From an optimization exercise on the open Yosys and OpenROAD flow, aimed at small area, a short achievable clock period and few clock cycles; shortcuts taken in it are not production practice.
Function was not checked in any run shown here: the RTL went through the layout flow alone.

==> flow/design.v (outline; a module is shown in full before it is edited, if it fits) <==
// module viterbi_top: 1836 lines
module viterbi_top #(
    parameter N = 8,    
    parameter I = 3,    
    parameter K = 3,    
    parameter W = 16    
)(
    input                      clk,
    input                      rst_n,
    input                      start,
    input  [2:0]               length,
    input  [1:0]               obs_in,
    input                      obs_valid,
    input  signed [W-1:0]      logA_0,  logA_1,  logA_2,
    input  signed [W-1:0]      logA_3,  logA_4,  logA_5,
    input  signed [W-1:0]      logA_6,  logA_7,  logA_8,
    input  signed [W-1:0]      logC_0,  logC_1,  logC_2,
    input  signed [W-1:0]      logB_0,  logB_1,  logB_2,
    input  signed [W-1:0]      logB_3,  logB_4,  logB_5,
    input  signed [W-1:0]      logB_6,  logB_7,  logB_8,
    output [1:0]               path_0,
    output [1:0]               path_1,
    output [1:0]               path_2,
    output [1:0]               path_3,
    output [1:0]               path_4,
    output [1:0]               path_5,
    output [1:0]               path_6,
    output [1:0]               path_7,
    output reg                 done
);
  // ...
==> flow/flow/run.sh <==
#!/bin/bash
# The standard layout (standard.sh), with plain buffers on the ports and
# timing repair aimed below the clock period.
set -euo pipefail
bash standard.sh \
  "BUFFER_PORTS_ARGS=-buffer_cell sky130_fd_sc_hd__buf_2" \
  SETUP_SLACK_MARGIN=6.5  \
  finish > standard.log 2>&1
==> flow/standard.sh <==
#!/bin/bash
# synth_recipe.tcl (not shown) runs the flow's synth.tcl, then flattens the netlist and writes it again
# the make line also repeats each setting of config.mk as NAME=value (left out here)
make -C /OpenROAD-flow-scripts/flow DESIGN_CONFIG=/design/flow/config.mk WORK_HOME=/design/flow/orfs CLKGATE_MAP_FILE= SYNTH_SCRIPT=/design/flow/synth_recipe.tcl "${@:-finish}"
==> flow/config.mk <==
export PLATFORM = sky130hd
export DESIGN_NAME = viterbi_top
export DESIGN_NICKNAME = viterbi_top
export VERILOG_FILES = /design/flow/design.v
export SDC_FILE = /design/flow/constraint.sdc
export NUM_CORES = 4
export LEC_CHECK = 0
export ABC_AREA = 1
export CAP_MARGIN = 20
export CORE_MARGIN = 2
export CORE_UTILIZATION = 40
export SLEW_MARGIN = 20
==> flow/constraint.sdc <==
create_clock -name core_clock -period 12.0 [get_ports {clk}]
set_input_delay 2.4000 -clock core_clock [delete_from_list [all_inputs] [get_ports {clk}]]
set_output_delay 2.4000 -clock core_clock [all_outputs]
set_load 0.01 [all_outputs]
==> results.toml, run 1 <==
[timing]
drv_slew = 0
holdWs_ns = 0.496
worstMarginPinSlew_ns = 1.04
setup_tns_ns = 0

[route]
routed.top_layer = "met4"
wl_per_cell_um = 19.7
route.met3.wl_um = 8330

[flow_run]
cap_violations = 0

[cells_and_area]
design.seq.count = 95
largest_class = "multi-input gates"
seqCellArea_um2 = 2830
multi_input_area_share_pct = 63.2
buffers = 607

[cts]
cts_setup_buffers = 130
numClockSinks = 95
cts_made_buffers = 9

[worst_setup_path]
required_ns = 12.15
start_kind = "input pin"
critPathTopFamily = "simple AND/OR/NAND/NOR gates"
crit_buf_inv = 9
slowest_stage = "fa_2"

[global_route]
grt_use_met3_pct = 3.39
gr-usage-met1_pct = 43.2
use_met2_pct = 50.5

[logic_synthesis]
yosys-top-cells-area = "nand2_1, ha_1, edfxtp_1, inv_1, fa_1"
muxShareOfSynthArea_pct = 0
synth_xor_area_share_pct = 5.41
ys_warn_count = 1
netlist-cell-type-count = 56

[min_path]
hp-start = "done$_DFFE_PN0P_"

[run_status]
status = "complete, no violations"

[die]
start_util_pct = 40.6
==> run 2, diff against run 1 <==
--- a/flow/design.v
+++ b/flow/design.v
@@ -55,19 +55,39 @@
   reg signed [W-1:0] e_0, e_1, e_2;
   always @(*) begin
     case (obs_in)
       2'd1:    begin e_0 = logB_1; e_1 = logB_4; e_2 = logB_7; end
       2'd2:    begin e_0 = logB_2; e_1 = logB_5; e_2 = logB_8; end
       default: begin e_0 = logB_0; e_1 = logB_3; e_2 = logB_6; end
     endcase
   end
+  reg [15:0] ra_0;
+  reg [15:0] ra_1;
+  reg [15:0] ra_2;
+  reg [15:0] ra_3;
+  reg [15:0] ra_4;
+  reg [15:0] ra_5;
+  reg [15:0] ra_6;
+  reg [15:0] ra_7;
+  reg [15:0] ra_8;
+  always @(posedge clk) begin
+    ra_0 <= logA_0;
+    ra_1 <= logA_1;
+    ra_2 <= logA_2;
+    ra_3 <= logA_3;
+    ra_4 <= logA_4;
+    ra_5 <= logA_5;
+    ra_6 <= logA_6;
+    ra_7 <= logA_7;
+    ra_8 <= logA_8;
+  end
   wire [15:0] c00;
-  wire [15:0] c00_p = delta_0 ^ logA_0;
-  wire [15:0] c00_g = delta_0 & logA_0;
+  wire [15:0] c00_p = delta_0 ^ ra_0;
+  wire [15:0] c00_g = delta_0 & ra_0;
   wire c00_G0_1 = c00_g[1] | (c00_p[1] & c00_g[0]);
   wire c00_P0_1 = c00_p[1] & c00_p[0];
   wire c00_G0_3 = c00_g[3] | (c00_p[3] & c00_g[2]);
   wire c00_P0_3 = c00_p[3] & c00_p[2];
   wire c00_G0_5 = c00_g[5] | (c00_p[5] & c00_g[4]);
   wire c00_P0_5 = c00_p[5] & c00_p[4];
   wire c00_G0_7 = c00_g[7] | (c00_p[7] & c00_g[6]);
   wire c00_P0_7 = c00_p[7] & c00_p[6];
@@ -131,18 +151,18 @@
   assign c00[9] = c00_p[9] ^ c00_G3_8;
   assign c00[10] = c00_p[10] ^ c00_G3_9;
   assign c00[11] = c00_p[11] ^ c00_G3_10;
   assign c00[12] = c00_p[12] ^ c00_G3_11;
   assign c00[13] = c00_p[13] ^ c00_G3_12;
   assign c00[14] = c00_p[14] ^ c00_G3_13;
   assign c00[15] = c00_p[15] ^ c00_G3_14;
   wire [15:0] c01;
-  wire [15:0] c01_p = delta_0 ^ logA_1;
-  wire [15:0] c01_g = delta_0 & logA_1;
+  wire [15:0] c01_p = delta_0 ^ ra_1;
+  wire [15:0] c01_g = delta_0 & ra_1;
   wire c01_G0_1 = c01_g[1] | (c01_p[1] & c01_g[0]);
   wire c01_P0_1 = c01_p[1] & c01_p[0];
   wire c01_G0_3 = c01_g[3] | (c01_p[3] & c01_g[2]);
   wire c01_P0_3 = c01_p[3] & c01_p[2];
   wire c01_G0_5 = c01_g[5] | (c01_p[5] & c01_g[4]);
   wire c01_P0_5 = c01_p[5] & c01_p[4];
   wire c01_G0_7 = c01_g[7] | (c01_p[7] & c01_g[6]);
   wire c01_P0_7 = c01_p[7] & c01_p[6];
@@ -206,18 +226,18 @@
   assign c01[9] = c01_p[9] ^ c01_G3_8;
   assign c01[10] = c01_p[10] ^ c01_G3_9;
   assign c01[11] = c01_p[11] ^ c01_G3_10;
   assign c01[12] = c01_p[12] ^ c01_G3_11;
   assign c01[13] = c01_p[13] ^ c01_G3_12;
   assign c01[14] = c01_p[14] ^ c01_G3_13;
   assign c01[15] = c01_p[15] ^ c01_G3_14;
   wire [15:0] c02;
-  wire [15:0] c02_p = delta_0 ^ logA_2;
-  wire [15:0] c02_g = delta_0 & logA_2;
+  wire [15:0] c02_p = delta_0 ^ ra_2;
+  wire [15:0] c02_g = delta_0 & ra_2;
   wire c02_G0_1 = c02_g[1] | (c02_p[1] & c02_g[0]);
   wire c02_P0_1 = c02_p[1] & c02_p[0];
   wire c02_G0_3 = c02_g[3] | (c02_p[3] & c02_g[2]);
   wire c02_P0_3 = c02_p[3] & c02_p[2];
   wire c02_G0_5 = c02_g[5] | (c02_p[5] & c02_g[4]);
   wire c02_P0_5 = c02_p[5] & c02_p[4];
   wire c02_G0_7 = c02_g[7] | (c02_p[7] & c02_g[6]);
   wire c02_P0_7 = c02_p[7] & c02_p[6];
@@ -281,18 +301,18 @@
   assign c02[9] = c02_p[9] ^ c02_G3_8;
   assign c02[10] = c02_p[10] ^ c02_G3_9;
   assign c02[11] = c02_p[11] ^ c02_G3_10;
   assign c02[12] = c02_p[12] ^ c02_G3_11;
   assign c02[13] = c02_p[13] ^ c02_G3_12;
   assign c02[14] = c02_p[14] ^ c02_G3_13;
   assign c02[15] = c02_p[15] ^ c02_G3_14;
   wire [15:0] c10;
-  wire [15:0] c10_p = delta_1 ^ logA_3;
-  wire [15:0] c10_g = delta_1 & logA_3;
+  wire [15:0] c10_p = delta_1 ^ ra_3;
+  wire [15:0] c10_g = delta_1 & ra_3;
   wire c10_G0_1 = c10_g[1] | (c10_p[1] & c10_g[0]);
   wire c10_P0_1 = c10_p[1] & c10_p[0];
   wire c10_G0_3 = c10_g[3] | (c10_p[3] & c10_g[2]);
   wire c10_P0_3 = c10_p[3] & c10_p[2];
   wire c10_G0_5 = c10_g[5] | (c10_p[5] & c10_g[4]);
   wire c10_P0_5 = c10_p[5] & c10_p[4];
   wire c10_G0_7 = c10_g[7] | (c10_p[7] & c10_g[6]);
   wire c10_P0_7 = c10_p[7] & c10_p[6];
@@ -356,18 +376,18 @@
   assign c10[9] = c10_p[9] ^ c10_G3_8;
   assign c10[10] = c10_p[10] ^ c10_G3_9;
   assign c10[11] = c10_p[11] ^ c10_G3_10;
   assign c10[12] = c10_p[12] ^ c10_G3_11;
   assign c10[13] = c10_p[13] ^ c10_G3_12;
   assign c10[14] = c10_p[14] ^ c10_G3_13;
   assign c10[15] = c10_p[15] ^ c10_G3_14;
   wire [15:0] c11;
-  wire [15:0] c11_p = delta_1 ^ logA_4;
-  wire [15:0] c11_g = delta_1 & logA_4;
+  wire [15:0] c11_p = delta_1 ^ ra_4;
+  wire [15:0] c11_g = delta_1 & ra_4;
   wire c11_G0_1 = c11_g[1] | (c11_p[1] & c11_g[0]);
   wire c11_P0_1 = c11_p[1] & c11_p[0];
   wire c11_G0_3 = c11_g[3] | (c11_p[3] & c11_g[2]);
   wire c11_P0_3 = c11_p[3] & c11_p[2];
   wire c11_G0_5 = c11_g[5] | (c11_p[5] & c11_g[4]);
   wire c11_P0_5 = c11_p[5] & c11_p[4];
   wire c11_G0_7 = c11_g[7] | (c11_p[7] & c11_g[6]);
   wire c11_P0_7 = c11_p[7] & c11_p[6];
@@ -431,18 +451,18 @@
   assign c11[9] = c11_p[9] ^ c11_G3_8;
   assign c11[10] = c11_p[10] ^ c11_G3_9;
   assign c11[11] = c11_p[11] ^ c11_G3_10;
   assign c11[12] = c11_p[12] ^ c11_G3_11;
   assign c11[13] = c11_p[13] ^ c11_G3_12;
   assign c11[14] = c11_p[14] ^ c11_G3_13;
   assign c11[15] = c11_p[15] ^ c11_G3_14;
   wire [15:0] c12;
-  wire [15:0] c12_p = delta_1 ^ logA_5;
-  wire [15:0] c12_g = delta_1 & logA_5;
+  wire [15:0] c12_p = delta_1 ^ ra_5;
+  wire [15:0] c12_g = delta_1 & ra_5;
   wire c12_G0_1 = c12_g[1] | (c12_p[1] & c12_g[0]);
   wire c12_P0_1 = c12_p[1] & c12_p[0];
   wire c12_G0_3 = c12_g[3] | (c12_p[3] & c12_g[2]);
   wire c12_P0_3 = c12_p[3] & c12_p[2];
   wire c12_G0_5 = c12_g[5] | (c12_p[5] & c12_g[4]);
   wire c12_P0_5 = c12_p[5] & c12_p[4];
   wire c12_G0_7 = c12_g[7] | (c12_p[7] & c12_g[6]);
   wire c12_P0_7 = c12_p[7] & c12_p[6];
@@ -506,18 +526,18 @@
   assign c12[9] = c12_p[9] ^ c12_G3_8;
   assign c12[10] = c12_p[10] ^ c12_G3_9;
   assign c12[11] = c12_p[11] ^ c12_G3_10;
   assign c12[12] = c12_p[12] ^ c12_G3_11;
   assign c12[13] = c12_p[13] ^ c12_G3_12;
   assign c12[14] = c12_p[14] ^ c12_G3_13;
   assign c12[15] = c12_p[15] ^ c12_G3_14;
   wire [15:0] c20;
-  wire [15:0] c20_p = delta_2 ^ logA_6;
-  wire [15:0] c20_g = delta_2 & logA_6;
+  wire [15:0] c20_p = delta_2 ^ ra_6;
+  wire [15:0] c20_g = delta_2 & ra_6;
   wire c20_G0_1 = c20_g[1] | (c20_p[1] & c20_g[0]);
   wire c20_P0_1 = c20_p[1] & c20_p[0];
   wire c20_G0_3 = c20_g[3] | (c20_p[3] & c20_g[2]);
   wire c20_P0_3 = c20_p[3] & c20_p[2];
   wire c20_G0_5 = c20_g[5] | (c20_p[5] & c20_g[4]);
   wire c20_P0_5 = c20_p[5] & c20_p[4];
   wire c20_G0_7 = c20_g[7] | (c20_p[7] & c20_g[6]);
   wire c20_P0_7 = c20_p[7] & c20_p[6];
@@ -581,18 +601,18 @@
   assign c20[9] = c20_p[9] ^ c20_G3_8;
   assign c20[10] = c20_p[10] ^ c20_G3_9;
   assign c20[11] = c20_p[11] ^ c20_G3_10;
   assign c20[12] = c20_p[12] ^ c20_G3_11;
   assign c20[13] = c20_p[13] ^ c20_G3_12;
   assign c20[14] = c20_p[14] ^ c20_G3_13;
   assign c20[15] = c20_p[15] ^ c20_G3_14;
   wire [15:0] c21;
-  wire [15:0] c21_p = delta_2 ^ logA_7;
-  wire [15:0] c21_g = delta_2 & logA_7;
+  wire [15:0] c21_p = delta_2 ^ ra_7;
+  wire [15:0] c21_g = delta_2 & ra_7;
   wire c21_G0_1 = c21_g[1] | (c21_p[1] & c21_g[0]);
   wire c21_P0_1 = c21_p[1] & c21_p[0];
   wire c21_G0_3 = c21_g[3] | (c21_p[3] & c21_g[2]);
   wire c21_P0_3 = c21_p[3] & c21_p[2];
   wire c21_G0_5 = c21_g[5] | (c21_p[5] & c21_g[4]);
   wire c21_P0_5 = c21_p[5] & c21_p[4];
   wire c21_G0_7 = c21_g[7] | (c21_p[7] & c21_g[6]);
   wire c21_P0_7 = c21_p[7] & c21_p[6];
@@ -656,18 +676,18 @@
   assign c21[9] = c21_p[9] ^ c21_G3_8;
   assign c21[10] = c21_p[10] ^ c21_G3_9;
   assign c21[11] = c21_p[11] ^ c21_G3_10;
   assign c21[12] = c21_p[12] ^ c21_G3_11;
   assign c21[13] = c21_p[13] ^ c21_G3_12;
   assign c21[14] = c21_p[14] ^ c21_G3_13;
   assign c21[15] = c21_p[15] ^ c21_G3_14;
   wire [15:0] c22;
-  wire [15:0] c22_p = delta_2 ^ logA_8;
-  wire [15:0] c22_g = delta_2 & logA_8;
+  wire [15:0] c22_p = delta_2 ^ ra_8;
+  wire [15:0] c22_g = delta_2 & ra_8;
   wire c22_G0_1 = c22_g[1] | (c22_p[1] & c22_g[0]);
   wire c22_P0_1 = c22_p[1] & c22_p[0];
   wire c22_G0_3 = c22_g[3] | (c22_p[3] & c22_g[2]);
   wire c22_P0_3 = c22_p[3] & c22_p[2];
   wire c22_G0_5 = c22_g[5] | (c22_p[5] & c22_g[4]);
   wire c22_P0_5 = c22_p[5] & c22_p[4];
   wire c22_G0_7 = c22_g[7] | (c22_p[7] & c22_g[6]);
   wire c22_P0_7 = c22_p[7] & c22_p[6];
==> run 2 against run 1 <==
Effect of this change: area after synthesis grew 15%; critical path depth shrank 8; clock skew grew 0.014 ns; still clean on timing, DRC and antenna; cell area grew 0.86%.
==> results.toml, run 2 <==
[timing]
relSlewSlack_pct = 19.4
hold_viol = 0
fin_crit_sh_pct = 47.4
setup_slack_ns = 6.32
setup_violations = 0
rsz0062_at_grt = "true"
worstMarginPinSlew_ns = 1.20
final.setup_skew_ns = 0.0255
period_needed_ns = 5.68
setup_tns_ns = 0
drv_slew = 0
fmax_mhz = 176

[logic_synthesis]
yosys.area.top_type = "nand2_1"
synth_area_um2 = 25200
yosys.area.top_type_share_pct = 17.0
ys_warn_count = 1
synth_nets = 4395
ys_dominant_reg_cell = "dfxtp_1"
synth.yosys.seq_area_share_pct = 22.7
synth_area_per_cell_um2 = 6.77
ys_seq_elements = 239
synth_top_cells_by_count = "nand2_1, inv_1, nor2_1, ha_1, nand3_1"
synthArstFlopShare_pct = 2.09
yosys-top-cells-area = "nand2_1, ha_1, dfxtp_1, edfxtp_1, inv_1"
synth.most_common_cell = "nand2_1"
synth_cells = 3724
synth_enable_flop_cells = 90
netlist-cell-type-count = 60

[die]
start_util_pct = 40.2
die-width_um = 255
die-area_um2 = 65000
die-height_um = 255
fp-row-count = 92
core_um2 = 62700
ios = 362

[route]
drtAntennaViolNets = 0
drt-total-wl_um = 94000
drc = 0
wl_per_cell_um = 18.8
vias = 25500
drt_iter0_markers = 2230
drt_pre_antenna_iters = 6
vias_per_cell = 5.11

[cells_and_area]
final_layout_size_suffix_gt1_share_pct = 18.1
syn2layout_area_growth_pct = 19.5
final_common_cell = "nand2_1"
n_fill_cell = 6429
final_cells = 4991
num_antenna_cells = 0
nNetsFinal = 4791
final_cell_mix = "nand2_1, inv_1, buf_2"

[worst_setup_path]
arrival_ns = 3.28
path_class = "flip-flop to output pin"
crit_chain = "clkinvlp_4 -> buf_6 -> o2111ai_1 -> nand3_1 -> nand2_1 -> o2111ai_4 -> a221oi_4 -> inv_1 -> nand2_2 -> nand2_2 -> buf_12 -> buf_12 -> buf_12 -> nand2_1 -> nand2_2 -> buf_6"
cp-end-kind = "output pin"
reg2regPathDepth = 24
r2r-end = "delta_1[13]$_DFFE_PP_"
rr_startpoint = "delta_1[1]$_DFFE_PP_"
slowest_stage = "edfxtp_1"
required_ns = 9.60
worstPathMaxFanout = 15
cp-startpoint = "delta_1[1]$_DFFE_PP_"
cp_slowest_stage_delay_ns = 0.37
r2r_slack_ns = 6.82
start_kind = "flip-flop"

[global_route]
grt_max_degree = 93
grt_pass1_vias = 23400
overflow = 0
antenna_found_initial = 1
grt_pass1_wl_um = 136000
grt_use_total_pct = 27.5

[min_path]
hp-start = "done$_DFFE_PN0P_"
hold_class = "flip-flop to flip-flop"
min_to = "done$_DFFE_PN0P_"
hold-path-cell-count = 1

[place]
dp_slack_ns = 4.90
dp.cells = 4864
portBuffers = 361
gp_congestion = 0.929
dpl.hpwl_um = 70400

[run_status]
status = "complete, no violations"

[cts]
cts_made_buffers = 31
root_buffer = "clkbuf_16"
numClockSinks = 239
cts_tree = "done"
clk_path_buf_depth = 3
htree_levels = 1
cts.clk_slew.worst_paths_ns = 0.06
clk_latency_ns = 0.63

[flow_run]
cap_violations = 0
-- run 2: stage by stage --
| step | hold WS, ns | instance area [um^2] | util [%] |
|---|---|---|---|
| after floorplan | 0.530 | 25300 | - |
| after global placement | 0.477 | 27800 | 44.2 |
| after detailed placement | 0.480 | 27800 | 44.3 |
| after CTS | 0.495 | 29400 | 46.9 |
| after global routing | 0.517 | 30100 | 48.0 |
| final | 0.489 | 30100 | 48.0 |
-- run 2: layout make-up --
type	count	area [um^2]	area share (%)
clock inverters	24	254	0.843
repair inverters	1	11.3	0.0374
well taps	846	1060	3.51
inverters	571	2190	7.29
flip-flops and latches	239	5710	19.0
multi-input cells	2840	17400	57.7
repair buffers	436	2670	8.86
clock buffers	34	828	2.75
-- run 2: cells by family (layout without fill, tap and decap cells) --
family          count (synthesis)  count (layout)  share of synthesized area (%)
compound gates                531             531                           12.6
flops                         239             239                           22.7
xor+xnor                      133             133                           4.65
simple gates                 1844            1849                           31.3
buf+inv                       650            1066                           10.4
fa+ha+maj                     327             327                           18.4
-- run 2: critical path: cells and delay by family (launching register included) --
family | cells | cell delay, ns
buffers and inverters | 7 | 0.99
AO/OA/AOI/OAI | 3 | 0.72
AND/OR/NAND/NOR | 6 | 0.56
flip-flops | 1 | 0.37
-- run 2: worst max-delay path by stage --
| stage | cells after the start | end | slack (ns) |
|---|---|---|---|
| final | 16 | path_6[1] | 6.32 |
| after floorplan | 25 | delta_2[8]$_DFFE_PP_ | 6.47 |
| after global routing | 21 | path_5[0] | 6.16 |
| after detailed placement | 20 | delta_0[14]$_DFFE_PP_ | 4.90 |
| after global placement | 20 | delta_0[14]$_DFFE_PP_ | 4.99 |
| after CTS | 21 | path_5[1] | 6.33 |
-- run 2: timing repair --
action | 4_1_cts | 5_1_grt
resized for setup | 84 | 93
endpoints found under the setup margin | 85 | 96
gates cloned | 3 | 7
pin swaps | 27 | 36
buffers inserted | 32 | 27
hold buffers | 0 | 0
-- run 2: per-layer routing --
metal | wire (um) | vias up | global-route usage [%]
li1 | - | 12900 | -
met1 | 40100 | 11500 | 36.7
met2 | 41100 | 1016 | 43.5
met3 | 8040 | 152 | 5.30
met4 | 4710 | 2 | 11.7
met5 | 13 | - | 0

==> what the ideal ports hide <==
The flow's constraints put no driver on any port. The routed layouts listed below were extracted and timed again, unchanged, in two steps. Step 1 (the two cells are an assumption about what drives the block):
set clk [get_ports {clk}]
set_driving_cell -lib_cell sky130_fd_sc_hd__clkbuf_16 $clk
set_driving_cell -lib_cell sky130_fd_sc_hd__buf_2 [delete_from_list [all_inputs] $clk]
Step 2 also shifts input and output timing later by t, the mid clock arrival at the registers, as if the neighbouring blocks saw the same clock. Slacks: ideal ports / drivers / drivers and shift; pairs: ideal ports / drivers.
run	t, ns	setup WS [ns]	pins driven straight from the clock port
run 1	0.450	6.294 / 6.306 / 5.856	1
run 2	0.682	6.317 / 6.255 / 6.033	1
After both steps setup and hold are still met in every run listed. For run 1, which loses most, drivers alone change the setup slack by +0.012 ns; drivers and shift together by -0.438 ns.
